Context: an optimization exercise on an open-source flow, tuned for small area and a short achievable clock period. The choices shown serve that exercise and are no tape-out recipe. In this exercise RTL edits were held to simulation tests only and were not proved equivalent to the original.

==> inputs of 06-27 <==
==> flow/design.v <==
module sensor_trace # (parameter DW=512)
(
    input clk, resetn,
    input[31:0] cycles_per_frame,
    input[31:0] frame_header,
    input[7:0]  tracer_value,
    input[7:0]  tracer_enable,
    input[2:0]  tracer_index,
    output[31:0] rd_tracer_cell,
    input[31:0] wr_tracer_cell,
    input       wr_tracer_cell_wstrobe,
    input      [DW-1:0] lvds_in,
    output reg [DW-1:0] lvds_out,
    output sof
);
localparam TRACER_COUNT = 8;
reg[31:0] tracer_cell[0:TRACER_COUNT-1];
assign rd_tracer_cell = tracer_cell[tracer_index];
always @(posedge clk) begin
    if (wr_tracer_cell_wstrobe)
        tracer_cell[tracer_index] <= wr_tracer_cell;
end
wire[31:0] tracer_cycle[0:TRACER_COUNT-1];
wire[10:0] tracer_offset[0:TRACER_COUNT-1];
genvar i;
for (i=0; i<TRACER_COUNT; i=i+1) begin
    assign tracer_cycle[i] = tracer_cell[i] / (DW/8);
    assign tracer_offset[i] = (tracer_cell[i] % (DW/8)) * 8;
end
wire[DW-1:0] fh0={(DW/8){frame_header[07:00]}};
wire[DW-1:0] fh1={(DW/8){frame_header[15:08]}};
wire[DW-1:0] fh2={(DW/8){frame_header[23:16]}};
wire[DW-1:0] fh3={(DW/8){frame_header[31:24]}};
reg [31:0] frame_cycle;
always @(posedge clk) begin
    if (resetn == 0) begin
        frame_cycle <= 0;
    end
    else case (frame_cycle)
        0:  frame_cycle <= (lvds_in == fh0) ? 1 : 0;
        1:  frame_cycle <= (lvds_in == fh1) ? 2 : 0;
        2:  frame_cycle <= (lvds_in == fh2) ? 3 : 0;
        3:  frame_cycle <= (lvds_in == fh3) ? 4 : 0;
        default:
            if (frame_cycle == cycles_per_frame - 1)
                frame_cycle <= 0;
            else
                frame_cycle <= frame_cycle + 1;
    endcase
end
always @* begin
    lvds_out = lvds_in;
    if (tracer_enable[0] && frame_cycle == tracer_cycle[0])
        lvds_out[tracer_offset[0] +: 8] = tracer_value;
    if (tracer_enable[1] && frame_cycle == tracer_cycle[1])
        lvds_out[tracer_offset[1] +: 8] = tracer_value;
    if (tracer_enable[2] && frame_cycle == tracer_cycle[2])
        lvds_out[tracer_offset[2] +: 8] = tracer_value;
    if (tracer_enable[3] && frame_cycle == tracer_cycle[3])
        lvds_out[tracer_offset[3] +: 8] = tracer_value;
    if (tracer_enable[4] && frame_cycle == tracer_cycle[4])
        lvds_out[tracer_offset[4] +: 8] = tracer_value;
    if (tracer_enable[5] && frame_cycle == tracer_cycle[5])
        lvds_out[tracer_offset[5] +: 8] = tracer_value;
    if (tracer_enable[6] && frame_cycle == tracer_cycle[6])
        lvds_out[tracer_offset[6] +: 8] = tracer_value;
    if (tracer_enable[7] && frame_cycle == tracer_cycle[7])
        lvds_out[tracer_offset[7] +: 8] = tracer_value;
end
assign sof = (frame_cycle == 4);
endmodule
==> flow/run.sh <==
#!/bin/bash
# synth_recipe.tcl (not shown) runs the flow's synth.tcl, then flattens the netlist and writes it again
# the make line also repeats each setting of config.mk as NAME=value (left out here)
make -C /OpenROAD-flow-scripts/flow DESIGN_CONFIG=/design/flow/config.mk WORK_HOME=/design/flow/orfs CLKGATE_MAP_FILE= SYNTH_SCRIPT=/design/flow/synth_recipe.tcl finish
==> flow/config.mk <==
export PLATFORM = sky130hd
export DESIGN_NAME = sensor_trace
export DESIGN_NICKNAME = sensor_trace
export VERILOG_FILES = /design/flow/design.v
export SDC_FILE = /design/flow/constraint.sdc
export NUM_CORES = 4
export LEC_CHECK = 0
export CAP_MARGIN = 20
export CORE_MARGIN = 2
export CORE_UTILIZATION = 20
export PLACE_DENSITY = 0.35
export SLEW_MARGIN = 20
==> flow/constraint.sdc <==
create_clock -name core_clock -period 10.0 [get_ports {clk}]
set_input_delay 2.0000 -clock core_clock [delete_from_list [all_inputs] [get_ports {clk}]]
set_output_delay 2.0000 -clock core_clock [all_outputs]
set_load 0.01 [all_outputs]
==> 04-08: changes against 06-27 <==
==> flow/design.v, changed modules only <==
module sensor_trace # (parameter DW=512)
(
    input clk, resetn,
    input[31:0] cycles_per_frame,
    input[31:0] frame_header,
    input[7:0]  tracer_value,
    input[7:0]  tracer_enable,
    input[2:0]  tracer_index,
    output[31:0] rd_tracer_cell,
    input[31:0] wr_tracer_cell,
    input       wr_tracer_cell_wstrobe,
    input      [DW-1:0] lvds_in,
    output reg [DW-1:0] lvds_out,
    output sof
);
localparam NB = DW/8;
reg [31:0] cell0, cell1, cell2, cell3, cell4, cell5, cell6, cell7;
wire [7:0] idx_hot = 8'd1 << tracer_index;
always @(posedge clk) begin
    if (wr_tracer_cell_wstrobe & idx_hot[0]) cell0 <= wr_tracer_cell;
    if (wr_tracer_cell_wstrobe & idx_hot[1]) cell1 <= wr_tracer_cell;
    if (wr_tracer_cell_wstrobe & idx_hot[2]) cell2 <= wr_tracer_cell;
    if (wr_tracer_cell_wstrobe & idx_hot[3]) cell3 <= wr_tracer_cell;
    if (wr_tracer_cell_wstrobe & idx_hot[4]) cell4 <= wr_tracer_cell;
    if (wr_tracer_cell_wstrobe & idx_hot[5]) cell5 <= wr_tracer_cell;
    if (wr_tracer_cell_wstrobe & idx_hot[6]) cell6 <= wr_tracer_cell;
    if (wr_tracer_cell_wstrobe & idx_hot[7]) cell7 <= wr_tracer_cell;
end
assign rd_tracer_cell = ({32{idx_hot[0]}} & cell0) | ({32{idx_hot[1]}} & cell1)
                      | ({32{idx_hot[2]}} & cell2) | ({32{idx_hot[3]}} & cell3)
                      | ({32{idx_hot[4]}} & cell4) | ({32{idx_hot[5]}} & cell5)
                      | ({32{idx_hot[6]}} & cell6) | ({32{idx_hot[7]}} & cell7);
reg [31:0] fc;
wire fc_lo = (fc[31:2] == 30'd0);
reg [7:0] hb;
always @* begin
    case (fc[1:0])
        2'd0: hb = frame_header[7:0];
        2'd1: hb = frame_header[15:8];
        2'd2: hb = frame_header[23:16];
        default: hb = frame_header[31:24];
    endcase
end
wire [7:0] lane_all1, lane_all0;
genvar k, b;
for (k = 0; k < 8; k = k + 1) begin : g_lane
    wire [NB-1:0] lane;
    for (b = 0; b < NB; b = b + 1) begin : g_bit
        assign lane[b] = lvds_in[8*b + k];
    end
    assign lane_all1[k] = &lane;
    assign lane_all0[k] = ~|lane;
end
wire hmatch = &((hb & lane_all1) | (~hb & lane_all0));
wire [31:0] fc_inc = fc + 32'd1;
wire fc_clear = fc_lo ? ~hmatch : (fc_inc == cycles_per_frame);
always @(posedge clk) begin
    if (~resetn | fc_clear)
        fc <= 32'd0;
    else
        fc <= fc_inc;
end
assign sof = (fc == 32'd4);
wire fc_hi0 = (fc[31:26] == 6'd0);
wire [31:0] cells [0:7];
assign cells[0] = cell0; assign cells[1] = cell1;
assign cells[2] = cell2; assign cells[3] = cell3;
assign cells[4] = cell4; assign cells[5] = cell5;
assign cells[6] = cell6; assign cells[7] = cell7;
wire [7:0] act;
wire [7:0] hi_hot [0:7];
wire [7:0] lo_hot [0:7];
genvar i;
for (i = 0; i < 8; i = i + 1) begin : g_tr
    assign act[i] = tracer_enable[i] & fc_hi0 & (fc[25:0] == cells[i][31:6]);
    assign hi_hot[i] = {8{act[i]}} & (8'd1 << cells[i][5:3]);
    assign lo_hot[i] = 8'd1 << cells[i][2:0];
end
wire [NB-1:0] sel;
for (b = 0; b < NB; b = b + 1) begin : g_sel
    assign sel[b] = (hi_hot[0][b/8] & lo_hot[0][b%8]) | (hi_hot[1][b/8] & lo_hot[1][b%8])
                  | (hi_hot[2][b/8] & lo_hot[2][b%8]) | (hi_hot[3][b/8] & lo_hot[3][b%8])
                  | (hi_hot[4][b/8] & lo_hot[4][b%8]) | (hi_hot[5][b/8] & lo_hot[5][b%8])
                  | (hi_hot[6][b/8] & lo_hot[6][b%8]) | (hi_hot[7][b/8] & lo_hot[7][b%8]);
end
integer j;
always @* begin
    for (j = 0; j < NB; j = j + 1)
        lvds_out[8*j +: 8] = sel[j] ? tracer_value : lvds_in[8*j +: 8];
end
endmodule
==> flow/flow/run.sh (new file) <==
#!/bin/bash
# Standard ORFS layout, with the port buffers made from the smallest buffer
# cell (buffer_ports otherwise picks a delay cell) and IO pins allowed on
# every routing track, so the die need not grow to fit 1175 pins.
set -euo pipefail
export BUFFER_PORTS_ARGS="-buffer_cell sky130_fd_sc_hd__buf_1"
export PLACE_PINS_ARGS="-min_distance 1 -min_distance_in_tracks"
bash standard.sh > standard_flow.log 2>&1
==> flow/standard.sh (new file) <==
#!/bin/bash
# synth_recipe.tcl (not shown) runs the flow's synth.tcl, then flattens the netlist and writes it again
# the make line also repeats each setting of config.mk as NAME=value (left out here)
make -C /OpenROAD-flow-scripts/flow DESIGN_CONFIG=/design/flow/config.mk WORK_HOME=/design/flow/orfs CLKGATE_MAP_FILE= SYNTH_SCRIPT=/design/flow/synth_recipe.tcl "${@:-finish}"
--- a/flow/config.mk
+++ b/flow/config.mk
@@ -8,5 +8,5 @@
 export CAP_MARGIN = 20
 export CORE_MARGIN = 2
-export CORE_UTILIZATION = 20
-export PLACE_DENSITY = 0.35
+export CORE_UTILIZATION = 40
+export PLACE_DENSITY = 0.55
 export SLEW_MARGIN = 20
removed: flow/run.sh
==> summary of the runs <==
Against 04-08, the area after synthesis of 06-27 is larger by 73%.
06-27 completed with no timing, DRC or antenna violations. 04-08 failed in global routing with GRT-0116.
Between 06-27 and 04-08, the lower synthesized cell count is in 04-08 (gap 130%, measured against 04-08).

## separate check: timing with driven ports
In the flow no input, the clock included, has a driving cell. The finished layout below was timed again as built, in two steps. Step 1 sets driving cells, clkbuf_16 on the clock port and buf_2 on the other inputs (assumed; they add their load-dependent delay and slew). Step 2, shift: input delay + t, output delay - t, t = (earliest + latest rising clock arrival at the registers) / 2. This alone moves slack from input paths to output paths. Three values: ideal, step 1, step 2; two values: the first two.
run: 06-27
t (ns): 0.702
setup WS [ns]: 0.980 / 0.956 / 0.956
hold slack, ns: 0.641 / 0.641 / 0.641
After both steps 06-27 still meets setup and hold. The setup slack of 06-27 moves by -0.024 ns with the drivers and by -0.024 ns with both steps.
